What follows belongs to an exercise in optimizing a design on an open flow for small area, a short achievable clock period and few clock cycles per item; a production flow would make more cautious choices. No functional check of the RTL was part of this run. Power is estimated from default activity; no workload was simulated.

**design/flow/config.mk**
```make
export PLATFORM = sky130hd
export DESIGN_NAME = DCSformer
export DESIGN_NICKNAME = DCSformer
export VERILOG_FILES = /design/flow/design.v
export SDC_FILE = /design/flow/constraint.sdc
export NUM_CORES = 4
export LEC_CHECK = 0
export CAP_MARGIN = 20
export CORE_MARGIN = 2
export CORE_UTILIZATION = 60
export CTS_CLUSTER_DIAMETER = 100
export CTS_CLUSTER_SIZE = 22
export PLACE_DENSITY = 0.7
export SLEW_MARGIN = 20
```
**design/flow/constraint.sdc**
```tcl
create_clock -name core_clock -period 12.0 [get_ports {clk}]
set_input_delay 2.4000 -clock core_clock [delete_from_list [all_inputs] [get_ports {clk}]]
set_output_delay 2.4000 -clock core_clock [all_outputs]
set_load 0.01 [all_outputs]
```
**design/flow/design.v**
```verilog
module DCSformer(
	clk,
	rst_n,
	i_valid,
	w_valid,
	i_data,
	w_data,
	w_ready,
	o_valid,
	o_data
);
input               clk, rst_n, i_valid, w_valid;
input         [7:0] i_data, w_data;
output logic        w_ready, o_valid;
output logic [31:0] o_data;
localparam [2:0] S_IDLE = 3'd0, S_P1 = 3'd1, S_PRE = 3'd3,
                 S_WAIT = 3'd4, S_P2 = 3'd5;
function automatic [39:0] dadda_mac;
	input [9:0] a;
	input [7:0] b;
	input [19:0] c;
	reg t1, t2, t3, t4, t5, t6, t7, t8, t9, t10, t11, t12, t13, t14, t15, t16, t17, t18, t19, t20, t21, t22, t23, t24, t25, t26, t27, t28, t29, t30, t31, t32, t33, t34, t35, t36, t37, t38, t39, t40, t41, t42, t43, t44, t45, t46, t47, t48, t49, t50, t51, t52, t53, t54, t55, t56, t57, t58, t59, t60, t61, t62, t63, t64, t65, t66, t67, t68, t69, t70, t71, t72, t73, t74, t75, t76, t77, t78, t79, t80, t81, t82, t83, t84, t85, t86, t87, t88, t89, t90, t91, t92, t93, t94, t95, t96, t97, t98, t99, t100, t101, t102, t103, t104, t105, t106, t107, t108, t109, t110, t111, t112, t113, t114, t115, t116, t117, t118, t119, t120, t121, t122, t123, t124, t125, t126, t127, t128, t129, t130, t131, t132, t133, t134, t135, t136, t137, t138, t139, t140;
	begin
		t1 = (a[0] & b[5]) ^ (a[1] & b[4]); t2 = (a[0] & b[5]) & (a[1] & b[4]);
		t3 = (a[0] & b[6]) ^ (a[1] & b[5]) ^ (a[2] & b[4]); t4 = ((a[0] & b[6]) & (a[1] & b[5])) | ((a[0] & b[6]) & (a[2] & b[4])) | ((a[1] & b[5]) & (a[2] & b[4]));
		t5 = (a[3] & b[3]) ^ (a[4] & b[2]); t6 = (a[3] & b[3]) & (a[4] & b[2]);
		t7 = (a[0] & b[7]) ^ (a[1] & b[6]) ^ (a[2] & b[5]); t8 = ((a[0] & b[7]) & (a[1] & b[6])) | ((a[0] & b[7]) & (a[2] & b[5])) | ((a[1] & b[6]) & (a[2] & b[5]));
		t9 = (a[3] & b[4]) ^ (a[4] & b[3]) ^ (a[5] & b[2]); t10 = ((a[3] & b[4]) & (a[4] & b[3])) | ((a[3] & b[4]) & (a[5] & b[2])) | ((a[4] & b[3]) & (a[5] & b[2]));
		t11 = (a[6] & b[1]) ^ (a[7] & b[0]); t12 = (a[6] & b[1]) & (a[7] & b[0]);
		t13 = (a[1] & b[7]) ^ (a[2] & b[6]) ^ (a[3] & b[5]); t14 = ((a[1] & b[7]) & (a[2] & b[6])) | ((a[1] & b[7]) & (a[3] & b[5])) | ((a[2] & b[6]) & (a[3] & b[5]));
		t15 = (a[4] & b[4]) ^ (a[5] & b[3]) ^ (a[6] & b[2]); t16 = ((a[4] & b[4]) & (a[5] & b[3])) | ((a[4] & b[4]) & (a[6] & b[2])) | ((a[5] & b[3]) & (a[6] & b[2]));
		t17 = (a[7] & b[1]) ^ (a[8] & b[0]) ^ c[8]; t18 = ((a[7] & b[1]) & (a[8] & b[0])) | ((a[7] & b[1]) & c[8]) | ((a[8] & b[0]) & c[8]);
		t19 = (a[2] & b[7]) ^ (a[3] & b[6]) ^ (a[4] & b[5]); t20 = ((a[2] & b[7]) & (a[3] & b[6])) | ((a[2] & b[7]) & (a[4] & b[5])) | ((a[3] & b[6]) & (a[4] & b[5]));
		t21 = (a[5] & b[4]) ^ (a[6] & b[3]) ^ (a[7] & b[2]); t22 = ((a[5] & b[4]) & (a[6] & b[3])) | ((a[5] & b[4]) & (a[7] & b[2])) | ((a[6] & b[3]) & (a[7] & b[2]));
		t23 = (a[8] & b[1]) ^ (a[9] & b[0]) ^ c[9]; t24 = ((a[8] & b[1]) & (a[9] & b[0])) | ((a[8] & b[1]) & c[9]) | ((a[9] & b[0]) & c[9]);
		t25 = (a[3] & b[7]) ^ (a[4] & b[6]) ^ (a[5] & b[5]); t26 = ((a[3] & b[7]) & (a[4] & b[6])) | ((a[3] & b[7]) & (a[5] & b[5])) | ((a[4] & b[6]) & (a[5] & b[5]));
		t27 = (a[6] & b[4]) ^ (a[7] & b[3]) ^ (a[8] & b[2]); t28 = ((a[6] & b[4]) & (a[7] & b[3])) | ((a[6] & b[4]) & (a[8] & b[2])) | ((a[7] & b[3]) & (a[8] & b[2]));
		t29 = (a[9] & b[1]) ^ c[10]; t30 = (a[9] & b[1]) & c[10];
		t31 = (a[4] & b[7]) ^ (a[5] & b[6]) ^ (a[6] & b[5]); t32 = ((a[4] & b[7]) & (a[5] & b[6])) | ((a[4] & b[7]) & (a[6] & b[5])) | ((a[5] & b[6]) & (a[6] & b[5]));
		t33 = (a[7] & b[4]) ^ (a[8] & b[3]) ^ (a[9] & b[2]); t34 = ((a[7] & b[4]) & (a[8] & b[3])) | ((a[7] & b[4]) & (a[9] & b[2])) | ((a[8] & b[3]) & (a[9] & b[2]));
		t35 = (a[5] & b[7]) ^ (a[6] & b[6]) ^ (a[7] & b[5]); t36 = ((a[5] & b[7]) & (a[6] & b[6])) | ((a[5] & b[7]) & (a[7] & b[5])) | ((a[6] & b[6]) & (a[7] & b[5]));
		t37 = (a[0] & b[3]) ^ (a[1] & b[2]); t38 = (a[0] & b[3]) & (a[1] & b[2]);
		t39 = (a[0] & b[4]) ^ (a[1] & b[3]) ^ (a[2] & b[2]); t40 = ((a[0] & b[4]) & (a[1] & b[3])) | ((a[0] & b[4]) & (a[2] & b[2])) | ((a[1] & b[3]) & (a[2] & b[2]));
		t41 = (a[3] & b[1]) ^ (a[4] & b[0]); t42 = (a[3] & b[1]) & (a[4] & b[0]);
		t43 = t1 ^ (a[2] & b[3]) ^ (a[3] & b[2]); t44 = (t1 & (a[2] & b[3])) | (t1 & (a[3] & b[2])) | ((a[2] & b[3]) & (a[3] & b[2]));
		t45 = (a[4] & b[1]) ^ (a[5] & b[0]) ^ c[5]; t46 = ((a[4] & b[1]) & (a[5] & b[0])) | ((a[4] & b[1]) & c[5]) | ((a[5] & b[0]) & c[5]);
		t47 = t3 ^ t5 ^ (a[5] & b[1]); t48 = (t3 & t5) | (t3 & (a[5] & b[1])) | (t5 & (a[5] & b[1]));
		t49 = (a[6] & b[0]) ^ c[6] ^ t2; t50 = ((a[6] & b[0]) & c[6]) | ((a[6] & b[0]) & t2) | (c[6] & t2);
		t51 = t7 ^ t9 ^ t11; t52 = (t7 & t9) | (t7 & t11) | (t9 & t11);
		t53 = c[7] ^ t4 ^ t6; t54 = (c[7] & t4) | (c[7] & t6) | (t4 & t6);
		t55 = t13 ^ t15 ^ t17; t56 = (t13 & t15) | (t13 & t17) | (t15 & t17);
		t57 = t8 ^ t10 ^ t12; t58 = (t8 & t10) | (t8 & t12) | (t10 & t12);
		t59 = t19 ^ t21 ^ t23; t60 = (t19 & t21) | (t19 & t23) | (t21 & t23);
		t61 = t14 ^ t16 ^ t18; t62 = (t14 & t16) | (t14 & t18) | (t16 & t18);
		t63 = t25 ^ t27 ^ t29; t64 = (t25 & t27) | (t25 & t29) | (t27 & t29);
		t65 = t20 ^ t22 ^ t24; t66 = (t20 & t22) | (t20 & t24) | (t22 & t24);
		t67 = t31 ^ t33 ^ c[11]; t68 = (t31 & t33) | (t31 & c[11]) | (t33 & c[11]);
		t69 = t26 ^ t28 ^ t30; t70 = (t26 & t28) | (t26 & t30) | (t28 & t30);
		t71 = t35 ^ (a[8] & b[4]) ^ (a[9] & b[3]); t72 = (t35 & (a[8] & b[4])) | (t35 & (a[9] & b[3])) | ((a[8] & b[4]) & (a[9] & b[3]));
		t73 = c[12] ^ t32 ^ t34; t74 = (c[12] & t32) | (c[12] & t34) | (t32 & t34);
		t75 = (a[6] & b[7]) ^ (a[7] & b[6]) ^ (a[8] & b[5]); t76 = ((a[6] & b[7]) & (a[7] & b[6])) | ((a[6] & b[7]) & (a[8] & b[5])) | ((a[7] & b[6]) & (a[8] & b[5]));
		t77 = (a[9] & b[4]) ^ c[13] ^ t36; t78 = ((a[9] & b[4]) & c[13]) | ((a[9] & b[4]) & t36) | (c[13] & t36);
		t79 = (a[7] & b[7]) ^ (a[8] & b[6]) ^ (a[9] & b[5]); t80 = ((a[7] & b[7]) & (a[8] & b[6])) | ((a[7] & b[7]) & (a[9] & b[5])) | ((a[8] & b[6]) & (a[9] & b[5]));
		t81 = (a[0] & b[2]) ^ (a[1] & b[1]); t82 = (a[0] & b[2]) & (a[1] & b[1]);
		t83 = t37 ^ (a[2] & b[1]) ^ (a[3] & b[0]); t84 = (t37 & (a[2] & b[1])) | (t37 & (a[3] & b[0])) | ((a[2] & b[1]) & (a[3] & b[0]));
		t85 = t39 ^ t41 ^ c[4]; t86 = (t39 & t41) | (t39 & c[4]) | (t41 & c[4]);
		t87 = t43 ^ t45 ^ t40; t88 = (t43 & t45) | (t43 & t40) | (t45 & t40);
		t89 = t47 ^ t49 ^ t44; t90 = (t47 & t49) | (t47 & t44) | (t49 & t44);
		t91 = t51 ^ t53 ^ t48; t92 = (t51 & t53) | (t51 & t48) | (t53 & t48);
		t93 = t55 ^ t57 ^ t52; t94 = (t55 & t57) | (t55 & t52) | (t57 & t52);
		t95 = t59 ^ t61 ^ t56; t96 = (t59 & t61) | (t59 & t56) | (t61 & t56);
		t97 = t63 ^ t65 ^ t60; t98 = (t63 & t65) | (t63 & t60) | (t65 & t60);
		t99 = t67 ^ t69 ^ t64; t100 = (t67 & t69) | (t67 & t64) | (t69 & t64);
		t101 = t71 ^ t73 ^ t68; t102 = (t71 & t73) | (t71 & t68) | (t73 & t68);
		t103 = t75 ^ t77 ^ t72; t104 = (t75 & t77) | (t75 & t72) | (t77 & t72);
		t105 = t79 ^ c[14] ^ t76; t106 = (t79 & c[14]) | (t79 & t76) | (c[14] & t76);
		t107 = (a[8] & b[7]) ^ (a[9] & b[6]) ^ c[15]; t108 = ((a[8] & b[7]) & (a[9] & b[6])) | ((a[8] & b[7]) & c[15]) | ((a[9] & b[6]) & c[15]);
		t109 = (a[0] & b[1]) ^ (a[1] & b[0]); t110 = (a[0] & b[1]) & (a[1] & b[0]);
		t111 = t81 ^ (a[2] & b[0]) ^ c[2]; t112 = (t81 & (a[2] & b[0])) | (t81 & c[2]) | ((a[2] & b[0]) & c[2]);
		t113 = t83 ^ c[3] ^ t82; t114 = (t83 & c[3]) | (t83 & t82) | (c[3] & t82);
		t115 = t85 ^ t38 ^ t84; t116 = (t85 & t38) | (t85 & t84) | (t38 & t84);
		t117 = t87 ^ t42 ^ t86; t118 = (t87 & t42) | (t87 & t86) | (t42 & t86);
		t119 = t89 ^ t46 ^ t88; t120 = (t89 & t46) | (t89 & t88) | (t46 & t88);
		t121 = t91 ^ t50 ^ t90; t122 = (t91 & t50) | (t91 & t90) | (t50 & t90);
		t123 = t93 ^ t54 ^ t92; t124 = (t93 & t54) | (t93 & t92) | (t54 & t92);
		t125 = t95 ^ t58 ^ t94; t126 = (t95 & t58) | (t95 & t94) | (t58 & t94);
		t127 = t97 ^ t62 ^ t96; t128 = (t97 & t62) | (t97 & t96) | (t62 & t96);
		t129 = t99 ^ t66 ^ t98; t130 = (t99 & t66) | (t99 & t98) | (t66 & t98);
		t131 = t101 ^ t70 ^ t100; t132 = (t101 & t70) | (t101 & t100) | (t70 & t100);
		t133 = t103 ^ t74 ^ t102; t134 = (t103 & t74) | (t103 & t102) | (t74 & t102);
		t135 = t105 ^ t78 ^ t104; t136 = (t105 & t78) | (t105 & t104) | (t78 & t104);
		t137 = t107 ^ t80 ^ t106; t138 = (t107 & t80) | (t107 & t106) | (t80 & t106);
		t139 = (a[9] & b[7]) ^ c[16] ^ t108; t140 = ((a[9] & b[7]) & c[16]) | ((a[9] & b[7]) & t108) | (c[16] & t108);
		dadda_mac = {1'b0, 1'b0, t140, t138, t136, t134, t132, t130, t128, t126, t124, t122, t120, t118, t116, t114, t112, t110, c[1], c[0], c[19], c[18], c[17], t139, t137, t135, t133, t131, t129, t127, t125, t123, t121, t119, t117, t115, t113, t111, t109, (a[0] & b[0])};
	end
endfunction
function automatic [45:0] csa23;
	input [22:0] x, y, z;
	begin
		csa23 = {((x & y) | (x & z) | (y & z)) << 1, x ^ y ^ z};
	end
endfunction
logic       iv_r;
logic [7:0] id_r;
always_ff @(posedge clk or negedge rst_n) begin
	if (!rst_n) iv_r <= 1'b0;
	else iv_r <= i_valid;
end
always_ff @(posedge clk) id_r <= i_data;
logic [6:0] cnt;
always_ff @(posedge clk or negedge rst_n) begin
	if (!rst_n) cnt <= 7'd0;
	else if (iv_r) cnt <= cnt + 7'd1;
end
logic [111:0][7:0] xd;
always_ff @(posedge clk) xd <= {xd[110:0], id_r};
logic [2:0] st, st_n;
logic [2:0] s, s_n;      
logic       h, h_n;      
logic [3:0] wcnt;        
logic       wr;          
logic       s2_end;
logic [2:0] row_2, wr_row;
logic w_all;
assign w_all = (wcnt == 4'd8) || (wcnt == 4'd7 && w_valid);
always_comb begin
	st_n = st;
	s_n  = s;
	h_n  = h;
	case (st)
		S_IDLE: begin
			s_n = 3'd0;
			h_n = 1'b0;
			if (s2_end && row_2 == 3'd7) st_n = S_P1;
		end
		S_P1: begin
			s_n = s + 3'd1;
			if (s == 3'd7) st_n = S_PRE;
		end
		S_PRE: begin
			s_n = 3'd0;
			h_n = 1'b0;
			st_n = w_all ? S_P2 : S_WAIT;
		end
		S_WAIT: begin
			if (w_all) st_n = S_P2;
		end
		S_P2: begin
			h_n = ~h;
			if (h) begin
				s_n = s + 3'd1;
				if (s == 3'd7) st_n = S_IDLE;
			end
		end
		default: st_n = S_IDLE;
	endcase
end
logic q_rrot, q_tadv, q_wrot;
logic s3_o, s3_hi, s4_t, s4_o;
always_ff @(posedge clk or negedge rst_n) begin
	if (!rst_n) begin
		st <= S_IDLE;
		s  <= 3'd0;
		h  <= 1'b0;
		s3_o <= 1'b0; s3_hi <= 1'b0; s4_t <= 1'b0; s4_o <= 1'b0;
		s2_end <= 1'b0;
		wr     <= 1'b0;
		w_ready <= 1'b0;
		o_valid <= 1'b0;
	end else begin
		st <= st_n;
		s  <= s_n;
		h  <= h_n;
		s3_hi   <= (st == S_P2 && h);
		s3_o    <= s3_hi;
		s4_t    <= (st == S_P1);
		s4_o    <= s3_o;
		s2_end  <= iv_r & (cnt[3:0] == 4'd15);
		wr      <= s2_end;
		w_ready <= iv_r && (cnt == 7'd125);
		o_valid <= s4_o;
	end
end
always_ff @(posedge clk) begin
	row_2  <= cnt[6:4];
	wr_row <= row_2;
	q_rrot <= (st_n == S_P1 && s_n != 3'd0) || (st_n == S_PRE) || (st_n == S_P2 && h_n);
	q_tadv <= (st_n == S_PRE) || (st_n == S_P2 && h_n);
	q_wrot <= (st_n == S_P2 && h_n);
	p1t    <= (st_n == S_P1 && s_n != 3'd0);
end
logic [7:0][7:0] wsr;
always_ff @(posedge clk or negedge rst_n) begin
	if (!rst_n) wcnt <= 4'd0;
	else if (st == S_P2) wcnt <= 4'd0;
	else if (w_valid) wcnt <= wcnt + 4'd1;
end
always_ff @(posedge clk) begin
	if (w_valid || q_wrot) wsr <= {(q_wrot ? wsr[0] : w_data), wsr[7:1]};
end
logic [7:0][19:0] acc20;    
logic [7:0][19:0] C0, C1, C2, C3;
logic [3:0][19:0] C4;
logic wrA0, wrA1, wrA2, wrA3, wrA4, wrB1, wrB2, wrB3;
assign wrA0 = wr;
assign wrA1 = wr && wr_row >= 3'd1;
assign wrA2 = wr && wr_row >= 3'd2;
assign wrA3 = wr && wr_row >= 3'd3;
assign wrA4 = wr && wr_row >= 3'd4;
assign wrB3 = wr && wr_row >= 3'd5;
assign wrB2 = wr && wr_row >= 3'd6;
assign wrB1 = wr && wr_row == 3'd7;
always_ff @(posedge clk) begin
	if (q_rrot || wrA0) C0 <= {(q_rrot ? C0[0] : acc20[0]), C0[7:1]};
	if (q_rrot || wrA1) C1[6:0] <= {(q_rrot ? C1[7] : acc20[1]), C1[6:1]};
	if (q_rrot || wrB1) C1[7]   <= q_rrot ? C1[0] : acc20[7];
	if (q_rrot || wrA2) C2[5:0] <= {(q_rrot ? C2[6] : acc20[2]), C2[5:1]};
	if (q_rrot || wrB2) C2[7:6] <= {(q_rrot ? C2[0] : acc20[6]), C2[7]};
	if (q_rrot || wrA3) C3[4:0] <= {(q_rrot ? C3[5] : acc20[3]), C3[4:1]};
	if (q_rrot || wrB3) C3[7:5] <= {(q_rrot ? C3[0] : acc20[5]), C3[7:6]};
	if (q_rrot || wrA4) C4 <= {(q_rrot ? C4[0] : acc20[4]), C4[3:1]};
end
logic [7:0][19:0] tap, tapn;
assign tap[0] = C0[0]; assign tapn[0] = C0[1];
assign tap[1] = C1[7]; assign tapn[1] = C1[0];
assign tap[2] = C2[6]; assign tapn[2] = C2[7];
assign tap[3] = C3[5]; assign tapn[3] = C3[6];
assign tap[4] = C4[0]; assign tapn[4] = C4[1];
assign tap[5] = C3[0]; assign tapn[5] = C3[1];
assign tap[6] = C2[0]; assign tapn[6] = C2[1];
assign tap[7] = C1[0]; assign tapn[7] = C1[1];
logic [7:0][19:0] acc;
logic [7:0]       mask;
logic [7:0][19:0] tq;       
logic [6:0] nidx;           
assign nidx = iv_r ? cnt + 7'd1 : cnt;
logic [7:0] mask_n;         
logic [7:0] sin, slo, shi, sw, clr;
logic       p1t;            
logic       p2h0_n, p2h1_n;
assign p2h0_n = (st_n == S_P2) && !h_n;
assign p2h1_n = (st_n == S_P2) && h_n;
genvar m;
generate
	for (m = 0; m < 8; m = m + 1) begin : lane
		logic [9:0]  a;
		logic [7:0]  b;
		logic [7:0]  xtap;
		logic [39:0] l4;
		logic [9:0]  ar, arn;
		logic [7:0]  br, brn;
		logic [19:0] A;
		if (m == 0) begin : g0
			assign xtap = id_r;
		end else begin : gm
			assign xtap = xd[16*m-1];
		end
		always_ff @(posedge clk) begin
			sin[m] <= i_valid && (nidx[6:4] >= m);
			shi[m] <= p2h0_n && mask_n[m];
			slo[m] <= p2h1_n && mask_n[m];
			sw[m]  <= (st_n == S_P2) && mask_n[m];
			clr[m] <= (sin[m] && cnt[3:0] == 4'd0) || (s2_end && row_2 == 3'd7) ||
			          (st == S_P2);
		end
		assign mask_n[m] = q_tadv ? (tapn[m] >= tq[2]) : mask[m];
		assign a = ({10{shi[m]}} & tap[m][19:10]) | ({10{slo[m]}} & tap[m][9:0]) |
		           ({10{sin[m]}} & {2'b00, id_r});
		assign b = ({8{sw[m]}} & wsr[(8-m)%8]) | ({8{sin[m]}} & xtap);
		always_ff @(posedge clk) begin
			arn <= ~a;
			brn <= ~b;
		end
		assign ar = ~arn;
		assign br = ~brn;
		assign A  = clr[m] ? 20'd0 : acc[m];
		assign l4 = dadda_mac(ar, br, A);
		always_ff @(posedge clk) begin
			acc[m] <= l4[19:0] + l4[39:20];
			mask[m] <= mask_n[m];
		end
		assign acc20[m] = acc[m];
	end
endgenerate
logic [45:0] t1a, t1b, t2a, t2b, t3, t4;
logic [22:0] ts, tc;
logic [30:0] tsum;
logic [7:0][19:0] tin;
for (genvar k = 0; k < 8; k = k + 1) begin : g_tin
	assign tin[k] = acc[k] | (tap[k] & {20{p1t}});
end
assign t1a = csa23({3'd0, tin[0]}, {3'd0, tin[1]}, {3'd0, tin[2]});
assign t1b = csa23({3'd0, tin[3]}, {3'd0, tin[4]}, {3'd0, tin[5]});
assign t2a = csa23(t1a[22:0], t1a[45:23], t1b[22:0]);
assign t2b = csa23(t1b[45:23], {3'd0, tin[6]}, {3'd0, tin[7]});
assign t3  = csa23(t2a[22:0], t2a[45:23], t2b[22:0]);
assign t4  = csa23(t3[22:0], t3[45:23], t2b[45:23]);
always_ff @(posedge clk) begin
	ts <= t4[22:0];
	tc <= t4[45:23];
end
assign tsum = {8'd0, ts} + {8'd0, tc} + ({o_data[20:0], 10'd0} & {31{s4_o}});
always_ff @(posedge clk) begin
	if (s4_t || q_tadv) tq <= {(s4_t ? tsum[22:3] : tq[0]), tq[7:1]};
	o_data <= {1'b0, tsum};
end
endmodule
```
**design/flow/flow/run.sh**
```bash
#!/bin/bash
set -uo pipefail
cd "$(dirname "$0")/.."
sed 's/yosys synth -nofsm -noshare /yosys synth -nofsm -noshare -noabc /' synth_recipe.tcl > synth_noabc.tcl
grep -q -- '-nofsm -noshare -noabc' synth_noabc.tcl || { echo "could not derive synth_noabc.tcl" > flow_standard.log; exit 1; }
bash standard.sh SYNTH_SCRIPT="$PWD/synth_noabc.tcl" SETUP_SLACK_MARGIN=8.4 SKIP_GATE_CLONING=1 \
  "BUFFER_PORTS_ARGS=-buffer_cell sky130_fd_sc_hd__buf_4" finish > flow_standard.log 2>&1
```
**design/flow/standard.sh**
```bash
#!/bin/bash
# synth_recipe.tcl (not shown) runs the flow's synth.tcl, then flattens the netlist and writes it again
# the make line also repeats each setting of config.mk as NAME=value (left out here)
make -C /OpenROAD-flow-scripts/flow DESIGN_CONFIG=/design/flow/config.mk WORK_HOME=/design/flow/orfs CLKGATE_MAP_FILE= SYNTH_SCRIPT=/design/flow/synth_recipe.tcl "${@:-finish}"
```
==> notes.md <==
Clock Tree Buf Depth=3; setup TNS=0 ns; hold violation count in the final report=0; min-delay src=xd[481]$_DFF_P_; Min Clock Period, post-route=4.39 ns; largest net degree at the start of global routing=approximately 140; Cells after Synth=between 6000 and 7000; CP max stage cell=fa_1; Die Width=392 microns; Setup Viol. Count Final=0; # nets final=7482; skew final=between 0.07 and 0.08 ns; total CTS buffers=between 100 and 150; total track usage=30.5%; CTS tree=yes; Mapped Avg Cell Area=~15 sq um; Core Region=150000 sq um; DRC errors left=0; port buffer count=52; Max Cap Viol=0; syn_nets=7262; Async S/R FF share, synth=1.17%; vias=50600; area occupied by multi-input gates=between 30000 and 40000 sq um; drt first pass iters=8; Power Dens Cells=155 nW/um^2; CP Class=flip-flop to flip-flop; Pwr Total=0.0160 W; crit-path max FO=7; share of cells above drive strength 1=22.1%; P&R area growth vs syn=13.6%; synth unique cells=between 70 and 80; final wirelength=around 230000 microns; Pins Over Slew Limit=0; sequential cell area=56500 sq um; RSZ-0062 raised after global routing=yes; FILL cells=between 10000 and 15000; vias per cell=5.94; post-synthesis sequential area ratio=61.7%; FMAX=roughly 0.23 GHz; worst path required time=12.65 ns; H-tree Lvls=3; Startpoint Class=flip-flop; Critical Path AT=5.05 ns; Detailed Place HPWL=about 170000 microns; Ys Warns=1; vias in the first global route=49400; Hold Crit Class=flip-flop to flip-flop; most common cell in the netlist=dfxtp_1; DR iter-0 viols=approximately 6100; worst-margin pin slew=~1.2 ns; Routed Antenna Nets=0; CP cell instances=nor2_4 > fa_1 > fa_1 > fa_1 > fa_1 > ha_2 > or3_4 > a2111o_1 > a32oi_2 > o21ba_4 > nand2_2 > a21o_1 > a21o_1 > xor2_1; WL/cell=27.5 microns; final non-filler cell total=8518; Die ar.=154000 sq um; largest area contributor in the netlist=edfxtp_1; setup slack, reg-to-reg=between 7 and 8 ns; Clock Pin Slew Worst Setup and Hold Paths=0.09 ns; Rel. slew slack=a little over a fifth; Synth area leaders=edfxtp_1 (31%), dfxtp_1 (30%), fa_1 (14%); grt total ovfl=0; Core Rows=142; initial antenna violation count=12; Primary FF master, synth=dfxtp_1; first-pass GRT wire length=335000 microns; Setup crit start=lane[3].brn[4]$_DFF_P_; Worst Setup End Kind=flip-flop; RR Startpoint=lane[3].brn[4]$_DFF_P_; CTS Root Buffer Type=clkbuf_16; peak supply drop=0.160 mV; Die Span Y=392 microns; Synth top cells by count=dfxtp_1 (1339), edfxtp_1 (944), nor2_1 (777); synthesized area=90400 sq um; Ports=54; cts hold-fix bufs=0; Critical Path Max Stage Delay=0.55 ns; Worst-Skew Late Latency=0.83 ns; leakage=~42 nW; EDFF count, synth=between 900 and 1000; Starting Density=approximately three fifths; synthesized flop and latch total=about 2300; Placed Instances=8030; Most common cell on crit path=fa_1; clk sinks=2310; GP Congestion=0.962; fin crit share=36.6%; outcome=no timing/DRC/antenna violations; post-synth top area share=31.3%
## worst paths after layout
check | endpoint | cells after the start
hold / removal | xd[489]$_DFF_P_ | 0
hold reg to reg | xd[489]$_DFF_P_ | 0
max in group asynchronous | cnt[5]$_DFF_PN0_ | 1
setup / recovery | acc[77]$_DFF_P_ | 14
min in group asynchronous | wcnt[2]$_DFFE_PN0P_ | 1
setup reg to reg | acc[77]$_DFF_P_ | 14
## cell usage in the layout, fill, tap and decap left out, types with 64 or more instances in the layout
cell type     n
clkbuf_16   116
a22oi_1      85
buf_4       253
a21oi_1     125
inv_1        73
fa_1        585
nor2_4       90
buf_6        91
nand2_1      83
dfxtp_4     149
clkbuf_1     68
a21o_1      288
nor2b_1     168
nor2_2      124
mux2_2      187
xnor2_1     111
nor2_1      563
a222oi_1     64
edfxtp_1    944
dfxtp_1    1135
ha_1        338
## stage by stage
stage	utilization, %	area (sq um)	setup WS, ns	hold slack, ns
detailed placement	62.9	94300	7.12	0.312
global placement	62.9	94200	7.10	0.310
floorplan	-	93000	7.70	0.310
CTS	67.4	101000	7.59	0.266
finish	68.6	103000	7.61	0.269
global route	68.6	103000	7.46	0.278
## layer usage
metal / global-route usage (%) / vias up / part of all wire (%)
met5: 0 / - / 0
met4: 12.6 / 0 / 5.2
met3: 6.21 / 452 / 9.8
met2: 45.0 / 2370 / 44
met1: 44.6 / 25800 / 41
li1: - / 22000 / -
## flip-flops by register name, indices dropped and copies added, names as in the netlist, 22 cells and up
signal	count
o_data	31
lane.arn	80
lane.brn	64
xd	896
tq	160
ts	22
C4	80
C3	160
acc	160
wsr	64
C1	160
C2	160
C0	160
## worst max-delay path, delay by kind of cell, from the launching register on
kind | cells | cell delay, ns
adders and majority gates | 5 | 2.10
xor gates and xnor gates | 1 | 0.13
AOI/OAI and AO/OA | 5 | 1.10
and+or+nand+nor | 3 | 0.50
DFF | 1 | 0.39
## layout make-up
class | count | share of cell area, %
timing repair buffer | 367 | 3.31
sequential | 2310 | 55.0
tap | 2016 | 2.46
clock buffer | 184 | 3.07
inverter | 76 | 0.281
multi-input combinational | 3548 | 35.6
clock inverter | 13 | 0.257
antenna | 4 | 0.00975
## repair_timing
action | CTS | global route
endpoints found under the setup margin | 192 | 157
resized for setup | 567 | 241
buffers inserted | 188 | 99
pin swaps | 230 | 208
## kinds of logic (layout without fill, tap and decap cells)
| family | count (synthesis) | after routing | share of synthesized area (%) |
|---|---|---|---|
| AO/OA/AOI/OAI | 869 | 869 | 6.81 |
| XOR/XNOR | 162 | 162 | 1.57 |
| buffers and inverters | 341 | 640 | 1.42 |
| flip-flops | 2310 | 2310 | 61.7 |
| other | 1 | 5 | 0.00415 |
| multiplexers | 192 | 192 | 2.38 |
| AND/OR/NAND/NOR | 1281 | 1281 | 6.38 |
| adder cells (fa/ha/maj) | 1043 | 1043 | 19.7 |
## report_power, final
part | total [W] | switching, W | internal [W] | leakage (nW)
Sequential | 0.00893 | 0.000401 | 0.00853 | 19.3
Clock | 0.00431 | 0.00247 | 0.00184 | 1.62
Combinational | 0.00272 | 0.00149 | 0.00122 | 21.1
Total | 0.0160 | 0.00436 | 0.0116 | 42.1

==> what the ideal ports hide <==
How much do the figures lean on ideal ports? The routed layout below was timed once more, with nothing changed but the port constraints. Step 1, drivers: a clkbuf_16 drives clk and a buf_2 each remaining input, both assumed. Step 2 also shifts input and output timing later by t, the mid clock arrival at the registers, as if the neighbouring blocks saw the same clock. Slacks: ideal ports / drivers / drivers and shift; pairs: ideal ports / drivers.
shift t [ns]: 0.869
setup slack, ns: 7.606 / 7.606 / 7.606
worst setup path after step 2: register to register
pins driven straight from the clock port: 1
After both steps this run still meets setup and hold. For this run, drivers alone change the setup slack by 0.000 ns; drivers and shift together by 0.000 ns.
